This design comes from an exercise in tuning for small area, a short achievable clock period and few clock cycles per item on the open sky130 flow, not from production work. Only simulation tests tie the RTL to the original design; equivalence was not proved. No activity file was given, so power comes from the tool's default toggle rates.

File: design.v
module ks_add #(parameter W = 32) (
    input  [W-1:0] a,
    input  [W-1:0] b,
    input          cin,
    output [W-1:0] sum,
    output         cout
    );
    localparam L = (W > 16) ? 5 : (W > 8) ? 4 : (W > 4) ? 3 : (W > 2) ? 2 : 1;
    wire [W-1:0] p0 = a ^ b;
    wire [W-1:0] g0 = a & b;
    wire [W-1:0] g [0:L];
    wire [W-1:0] p [0:L];
    assign g[0] = {g0[W-1:1], g0[0] | (p0[0] & cin)};
    assign p[0] = p0;
    genvar l, i;
    generate
        for (l = 0; l < L; l = l + 1) begin : lvl
            for (i = 0; i < W; i = i + 1) begin : bt
                if (i >= (1 << l)) begin : comb
                    assign g[l+1][i] = g[l][i] | (p[l][i] & g[l][i - (1 << l)]);
                    assign p[l+1][i] = p[l][i] & p[l][i - (1 << l)];
                end else begin : ps
                    assign g[l+1][i] = g[l][i];
                    assign p[l+1][i] = p[l][i];
                end
            end
        end
    endgenerate
    assign sum  = p0 ^ {g[L][W-2:0], cin};
    assign cout = g[L][W-1];
endmodule
module incdec #(parameter W = 8) (
    input  [W-1:0] x,
    output [W-1:0] inc,
    output [W-1:0] dec
    );
    genvar i;
    generate
        for (i = 0; i < W; i = i + 1) begin : bt
            if (i == 0) begin : b0
                assign inc[0] = ~x[0];
                assign dec[0] = ~x[0];
            end else begin : bn
                assign inc[i] = x[i] ^ (&x[i-1:0]);
                assign dec[i] = x[i] ^ ~(|x[i-1:0]);
            end
        end
    endgenerate
endmodule
module riscv_top(
    input clk,
    input rst_n,
    output [15:0] imem_addr,
    input  [31:0] imem_rdata,
    output [15:0] dmem_addr,
    input  [31:0] dmem_rdata,
    output        dmem_we,
    output [31:0] dmem_wdata,
    output        debug_wb_have_inst,
    output [31:0] debug_wb_pc,
    output        debug_wb_ena,
    output [4:0]  debug_wb_reg,
    output [31:0] debug_wb_value
    );
    reg  [30:0] pc_f;                     
    reg  [30:0] pc_d;                     
    reg  [30:0] alt_d;                    
    reg  [31:0] inst_d;
    reg         v_d, pred_d;              
    reg  [31:1] s1_d, s2_d;               
    reg         f1_d, f2_d;               
    reg         c_use1, c_use2, c_wen, c_bsel, c_sub, c_alt, c_alu,
                c_link, c_lui, c_ld, c_st, c_br, c_jalr;
    reg  [30:0] pc_m;                     
    reg  [31:0] res_m, sd_m;
    reg  [4:0]  rd_m;
    reg         v_m, wen_m, ld_m, st_m;
    reg  [30:0] pc_w;                     
    reg  [31:0] val_w;
    reg  [4:0]  rd_w;
    reg         v_w, wen_w;
    reg  [31:0] rf [1:31];
    wire [31:0] fi = imem_rdata;
    wire [6:0]  op_f = fi[6:0];
    wire [2:0]  f3_f = fi[14:12];
    wire [6:0]  f7_f = fi[31:25];
    wire is_op   = op_f == 7'b0110011;
    wire is_opi  = op_f == 7'b0010011;
    wire is_ld   = op_f == 7'b0000011;
    wire is_st   = op_f == 7'b0100011;
    wire is_br   = op_f == 7'b1100011;
    wire is_lui  = op_f == 7'b0110111;
    wire is_jal  = op_f == 7'b1101111;
    wire is_jalr = op_f == 7'b1100111;
    wire f3_ok   = f3_f[2:1] != 2'b01;                    
    wire r_ok    = is_op & f3_ok & ((f7_f == 7'b0000000) |
                   ((f7_f == 7'b0100000) & (f3_f == 3'b000 | f3_f == 3'b101)));
    wire i_ok    = is_opi & f3_ok & ((f3_f != 3'b101) | (f7_f == 7'b0000000) | (f7_f == 7'b0100000));
    wire br_ok   = is_br & ~f3_f[1];                       
    wire pred_f  = is_jal | (br_ok & fi[31]);
    wire [19:0] offj = {fi[31], fi[19:12], fi[20], fi[30:21]};
    wire [11:0] offb = {fi[31], fi[7], fi[30:25], fi[11:8]};
    wire [19:0] lowj;
    wire [11:0] lowb;
    wire        cj, cb;
    ks_add #(20) add_j (.a(pc_f[19:0]), .b(offj), .cin(1'b0), .sum(lowj), .cout(cj));
    ks_add #(12) add_b (.a(pc_f[11:0]), .b(offb), .cin(1'b0), .sum(lowb), .cout(cb));
    wire [10:0] hij_p, hij_m;
    wire [18:0] hib_p, hib_m;
    incdec #(11) idj (.x(pc_f[30:20]), .inc(hij_p), .dec(hij_m));
    incdec #(19) idb (.x(pc_f[30:12]), .inc(hib_p), .dec(hib_m));
    wire [10:0] hij = (cj == fi[31]) ? pc_f[30:20] : cj ? hij_p : hij_m;
    wire [18:0] hib = (cb == fi[31]) ? pc_f[30:12] : cb ? hib_p : hib_m;
    wire [30:0] tgt_f = is_jal ? {hij, lowj} : {hib, lowb};
    wire [30:0] pc4_f = pc_f + 31'd2;
    assign imem_addr = pc_f[16:1];
    reg  [31:1] s1_f, s2_f;
    integer j;
    always @(*) begin
        for (j = 1; j < 32; j = j + 1) begin
            s1_f[j] = fi[19:15] == j[4:0];
            s2_f[j] = fi[24:20] == j[4:0];
        end
    end
    wire [2:0] f3_d  = inst_d[14:12];
    wire [4:0] rd_d  = inst_d[11:7];
    wire [31:0] imm_i = {{20{inst_d[31]}}, inst_d[31:20]};
    wire [31:0] imm_s = {{20{inst_d[31]}}, inst_d[31:25], inst_d[11:7]};
    wire [31:0] imm_u = {inst_d[31:12], 12'b0};
    wire [31:0] imm_d = c_st ? imm_s : imm_i;
    reg  [31:0] rf1, rf2;
    integer k;
    always @(*) begin
        rf1 = 32'd0;
        rf2 = 32'd0;
        for (k = 1; k < 32; k = k + 1) begin
            rf1 = rf1 | ({32{s1_d[k]}} & rf[k]);
            rf2 = rf2 | ({32{s2_d[k]}} & rf[k]);
        end
    end
    wire [31:0] val_m = ld_m ? dmem_rdata : res_m;
    wire [31:0] a  = f1_d ? res_m : rf1;
    wire [31:0] r2 = f2_d ? res_m : rf2;
    wire [31:0] b  = c_bsel ? r2 : imm_d;
    wire stall = v_d & ld_m & ((c_use1 & f1_d) | (c_use2 & f2_d));
    wire go    = v_d & ~stall;
    wire [31:0] sum;
    wire        sum_c;
    ks_add #(32) add_e (.a(a), .b(c_sub ? ~b : b), .cin(c_sub), .sum(sum), .cout(sum_c));
    wire [4:0]  sh  = b[4:0];
    wire        shl = ~f3_d[2];
    reg  [31:0] a_rev, sr_rev;
    integer q;
    always @(*) for (q = 0; q < 32; q = q + 1) a_rev[q] = a[31 - q];
    wire [31:0] sh_in = shl ? a_rev : a;
    wire [31:0] sr    = $signed({c_alt & ~shl & a[31], sh_in}) >>> sh;
    always @(*) for (q = 0; q < 32; q = q + 1) sr_rev[q] = sr[31 - q];
    wire [31:0] shr = shl ? sr_rev : sr;
    reg  [31:0] alu;
    always @(*) begin
        case (f3_d)
            3'b001:  alu = shr;
            3'b100:  alu = a ^ b;
            3'b101:  alu = shr;
            3'b110:  alu = a | b;
            3'b111:  alu = a & b;
            default: alu = sum;
        endcase
    end
    wire [31:0] res = c_link ? {alt_d, 1'b0} : c_lui ? imm_u : c_alu ? alu : sum;
    wire eq   = a == r2;
    wire lt   = (a[31] ^ r2[31]) ? a[31] : sum[31];    
    wire cond = (f3_d[2] ? lt : eq) ^ f3_d[0];
    wire redir = v_d & ((c_br & (cond ^ pred_d)) | c_jalr);
    wire [30:0] rpc = c_jalr ? sum[31:1] : alt_d;
    wire redir_go = redir & ~stall;
    always @(posedge clk or negedge rst_n) begin
        if (!rst_n) begin
            pc_f   <= 31'h7ffffffe;
            v_d    <= 1'b0;
            pred_d <= 1'b0;
        end else if (redir_go) begin
            pc_f   <= rpc;
            v_d    <= 1'b0;
            pred_d <= 1'b0;
        end else if (!stall) begin
            pc_f   <= pred_f ? tgt_f : pc4_f;
            v_d    <= 1'b1;
            pred_d <= pred_f;
        end
    end
    always @(posedge clk) begin
        if (!stall) begin
            pc_d   <= pc_f;
            alt_d  <= (pred_f | is_jalr) ? pc4_f : tgt_f;
            inst_d <= fi;
            s1_d   <= s1_f;
            s2_d   <= s2_f;
            c_use1 <= r_ok | i_ok | is_ld | is_st | br_ok | is_jalr;
            c_use2 <= r_ok | br_ok;                   
            c_wen  <= r_ok | i_ok | is_ld | is_lui | is_jal | is_jalr;
            c_bsel <= r_ok | br_ok;
            c_sub  <= (r_ok & f7_f[5] & (f3_f == 3'b000)) | br_ok;
            c_alt  <= f7_f[5];
            c_alu  <= r_ok | i_ok;
            c_link <= is_jal | is_jalr;
            c_lui  <= is_lui;
            c_ld   <= is_ld;
            c_st   <= is_st;
            c_br   <= br_ok;
            c_jalr <= is_jalr;
        end
    end
    always @(posedge clk) begin
        if (stall) begin
            f1_d <= 1'b0;
            f2_d <= 1'b0;
        end else begin
            f1_d <= go & c_wen & (rd_d == fi[19:15]) & (fi[19:15] != 5'd0);
            f2_d <= go & c_wen & (rd_d == fi[24:20]) & (fi[24:20] != 5'd0);
        end
    end
    always @(posedge clk or negedge rst_n) begin
        if (!rst_n) begin
            v_m <= 1'b0; wen_m <= 1'b0; ld_m <= 1'b0; st_m <= 1'b0;
        end else begin
            v_m   <= go;
            wen_m <= go & c_wen;
            ld_m  <= go & c_ld;
            st_m  <= go & c_st;
        end
    end
    always @(posedge clk) begin
        pc_m  <= pc_d;
        res_m <= res;
        sd_m  <= f2_d ? val_m : rf2;
        rd_m  <= rd_d;
    end
    assign dmem_addr  = res_m[17:2];
    assign dmem_we    = st_m;
    assign dmem_wdata = sd_m;
    always @(posedge clk) begin
        if (wen_m && rd_m != 5'd0) rf[rd_m] <= val_m;
    end
    always @(posedge clk or negedge rst_n) begin
        if (!rst_n) begin
            v_w <= 1'b0; wen_w <= 1'b0;
        end else begin
            v_w <= v_m; wen_w <= wen_m;
        end
    end
    always @(posedge clk) begin
        pc_w  <= pc_m;
        val_w <= val_m;
        rd_w  <= rd_m;
    end
    assign debug_wb_have_inst = v_w;
    assign debug_wb_pc        = {pc_w, 1'b0};
    assign debug_wb_ena       = wen_w;
    assign debug_wb_reg       = rd_w;
    assign debug_wb_value     = val_w;
endmodule
File: run.sh
#!/bin/bash
# synth_recipe.tcl (not shown) runs the flow's synth.tcl, then flattens the netlist and writes it again
# the make line also repeats each setting of config.mk as NAME=value (left out here)
make -C /OpenROAD-flow-scripts/flow DESIGN_CONFIG=/design/flow/config.mk WORK_HOME=/design/flow/orfs CLKGATE_MAP_FILE= SYNTH_SCRIPT=/design/flow/synth_recipe.tcl finish
File: config.mk
export PLATFORM = sky130hd
export DESIGN_NAME = riscv_top
export DESIGN_NICKNAME = riscv_top
export VERILOG_FILES = /design/flow/design.v
export SDC_FILE = /design/flow/constraint.sdc
export NUM_CORES = 4
export LEC_CHECK = 0
export CAP_MARGIN = 20
export CORE_MARGIN = 2
export CORE_UTILIZATION = 40
export SETUP_SLACK_MARGIN = 5
export SLEW_MARGIN = 20
File: constraint.sdc
create_clock -name core_clock -period 10.5 [get_ports {clk}]
set_input_delay 2.1000 -clock core_clock [delete_from_list [all_inputs] [get_ports {clk}]]
set_output_delay 2.1000 -clock core_clock [all_outputs]
set_load 0.01 [all_outputs]
==> impl_results.md <==
* Status: complete, no violations
* Layout Skew at 53.8 ps
* R2r worst-path depth at 22
* R2R setup slack at 4140 ps
* Worst path slowest cell: o32a_1
* Proportion of layout cells with a drive suffix above 1 at 0.167
* Post-Syn Area at 64000 µm²
* Worst min path class: flip-flop to flip-flop
* H-tree depth at 4
* Fin nets at 5638
* Total core area at 159000 µm²
* Hold Path End: pc_w[27]
* Met2 Resource Use GR at 0.501
* Grt met1 use at 0.498
* Syn avg cell area at 12.6 µm²
* Max IR drop VDD at 0.000178 V
* Distinct cells, synth at 91
* EDFF count, synth at 1152
* Die Width at 404 µm
* Final hold vios at 0
* TritonCTS clock tree: yes
* Register area share after synthesis at 0.609
* First-pass GRT wire length at 432000 µm
* Most used routing layer: met2
* Initial Util at 0.403
* Area contributors post-synth: edfxtp_1, dfxtp_1, a22oi_1
* Port Buffers at 200
* Initial DRC count at 13.7k
* RSZ-0062 raised after global routing: yes
* DR vias/cell at 7.44
* Leakage power at 26.8 nW
* Post-DP HPWL at 188000 µm
* Worst slew margin at 0.214
* Hold path depth at 0
* Crit-path max FO at 18
* Register area at 39000 µm²
* Final setup vio count at 0
* Initial antenna violation count at 17
* Register bit count reported by yosys at 1361
* Multi-input logic area at 24300 µm²
* Critical R2R Launch: f1_d
* Hold slack at 324 ps
* IO Count at 202
* Vias in the first global route at 52.6k
* Reg2reg end: pc_f[24]
* Worst-Skew Late Latency at 840 ps
* Grt met3 use at 0.187
* Synth Net Count at 5290
* Drc violations at 0
* Yosys warning total at 4
* GP Congestion at 1.01
* Layout Utilization at 0.485
* Clock Pin Slew Worst Setup and Hold Paths at 70 ps
* Fin crit share at 0.605
* Area delta synth->final at 20.2%
* DIE HEIGHT at 404 µm
* Delay of the slowest cell on the worst path at 810 ps
* Num rows at 146
* Number of max-cap violations at 0
* Top_reg_cell synth: edfxtp_1
* Cell count after synthesis at 5100
* Final Power at 16.1 mW
* Element type at the critical path start: flip-flop
* Worst slew pin tran at 1180 ps
* Inserted Clock Buffers at 146
* Required time worst endpoint at 11250 ps
* Worst-path cell chain: buf_4, inv_2, buf_4, o32a_1, ha_1, nand4_1, nor2_1, nor3_4, o41ai_4, o21ai_4, a2111oi_4, o2111ai_4, and3_4, or4b_4, o311a_4, a21oi_4, nor3_4, buf_6, buf_8, buf_8, buf_6, a221o_1
* Worst EP arrival at 7110 ps
* Total track usage at 0.384
* Crit Path Category: flip-flop to flip-flop
* Routed vias at 57.0k
* Sink Count at 1361
* Largest net degree at the start of global routing at 74
* Min cycle time layout at 6360 ps
* Crit. End Element: flip-flop
* Area of the die at 163000 µm²
* Synth top cells by count: edfxtp_1, a22oi_1, a221oi_1
* Clk buf depth at 3
* Max Slew Vio Count at 0
* Async SR Flop Fraction at 0.0287
* GR Overflow Total at 0
* Top cell type by total area after synthesis: edfxtp_1
* Max Fclk at 0.157 GHz
* HP Start: pc_m[27]
* Count leader, synth: edfxtp_1
* Final setup TNS at 0 ps
* 1st-pass router iterations at 14
* Clk root buf: clkbuf_16
* Routed len/inst at 42.3 µm
* PD cells at 209 nW/µm²
* Total Wirelength at 324000 µm
* Top-area cell type share of the netlist area at 0.540
* Antenna Nets Post-Route at 0
* FILL cells at 13.8k
## sequential cells by signal (all words and copies together), names as in the netlist, 25 cells and up
name,flops
alt_d,31
inst_d,25
pc_d,31
pc_f,31
pc_m,31
pc_w,31
res_m,32
rf,992
s1_d,31
s2_d,31
sd_m,32
val_w,32
## metrics by stage
stage	setup slack (ps)	instance area (µm²)	cells
2_1_floorplan	4880	64300	5100
6_report	4140	76900	7663
5_1_grt	4140	76900	7639
3_3_place_gp	2800	69100	7197
4_1_cts	4470	76000	7599
3_5_place_dp	2790	69100	7198
## power by group
part / internal (mW) / leakage (nW) / switching [mW]
registers: 6.81 / 12.6 / 0.461
clock network: 2.86 / 2.28 / 2.31
logic: 1.32 / 11.9 / 2.33
## critical path, delay by kind of cell, from the launching register on
family	cells	cell delay (ps)
adders and majority gates	1	310
DFF	1	310
AOI/OAI and AO/OA	8	2290
buffers and inverters	7	1910
and+or+nand+nor	6	1320
## layout by cell type (no fill, tap or decap), types with 30 or more instances in the layout
master and n:
clkbuf_16 153, xor2_1 34, buf_4 307, ha_1 116
clkdlybuf4s50_1 195, nor3_1 46, mux2i_1 151, a21oi_1 219
nand3_1 134, a221oi_1 284, nor2_1 260, edfxtp_1 1152
buf_6 38, o21ai_0 108, xnor2_1 116, inv_1 140
dfstp_2 30, a21o_1 39, nand4_1 133, a22o_1 287
nand2_1 234, dfxtp_1 168, a22oi_1 408
## layer usage
| metal | wire, µm | part of all wire |
|---|---|---|
| met1 | 113000 | 0.35 |
| met2 | 122000 | 0.38 |
| met3 | 59700 | 0.18 |
| met4 | 28600 | 0.088 |
| met5 | 208 | 0.00064 |
## timing repair
action	4_1_cts	5_1_grt
setup buffers	127	34
gates cloned	9	3
hold buffers	0	0
resized for setup	209	108
pin swaps	52	73
endpoints found under the setup margin	73	64
## worst max path at each step
stage	startpoint	endpoint	slack, ps
2_1_floorplan	s2_d[3]	pc_f[2]	4880
3_3_place_gp	s2_d[2]	pc_f[0]	2800
3_5_place_dp	s2_d[24]	pc_f[16]	2790
4_1_cts	s2_d[3]	pc_f[23]	4470
5_1_grt	s2_d[29]	pc_f[24]	4140
6_report	f1_d	pc_f[24]	4140
## kinds of logic (layout without fill, tap and decap cells)
logic type,count (synthesis),count (layout),share of synthesized area
XOR/XNOR,161,161,0.0220
other,1,27,0.0000586
AO/OA/AOI/OAI,1699,1699,0.199
flip-flops,1361,1361,0.609
AND/OR/NAND/NOR,1026,1026,0.0776
adder cells (fa/ha/maj),124,124,0.0246
buffers and inverters,537,1002,0.0343
multiplexers,191,191,0.0331
## area by class of cell
| type | count | area share |
|---|---|---|
| Clock buffer | 180 | 0.0509 |
| Sequential cell | 1361 | 0.507 |
| Antenna cell | 26 | 0.000846 |
| Clock inverter | 85 | 0.0104 |
| Multi-Input combinational cell | 3202 | 0.315 |
| Timing Repair inverter | 1 | 0.000114 |
| Timing Repair Buffer | 588 | 0.0738 |
| Tap cell | 2072 | 0.0337 |
| Inverter | 148 | 0.00774 |
Testbench counts, summed over its fixed seeds: cycles 16,566, instrs 15,783.

separate check: timing with driven ports:
The flow's constraints put no driver on any port. The routed layout listed below was extracted and timed again, unchanged, in two steps.
Step 1 sets driving cells, clkbuf_16 on the clock port and buf_2 on the other inputs (assumed; they add their load-dependent delay and slew).
Step 2, shift: input delay + t, output delay - t, t = (earliest + latest rising clock arrival at the registers) / 2. This alone moves slack from input paths to output paths.
a / b / c = ideal ports / drivers / drivers and shift; a / b = the first two.
t (ns): 0.905
setup slack, ns: 4.143 / 4.143 / 4.014
slew at the worst register clock pin (ns): 0.08 / 0.08
After both steps setup and hold are still met in this run. The setup slack of this run moves by 0.000 ns with the drivers and by -0.129 ns with both steps.
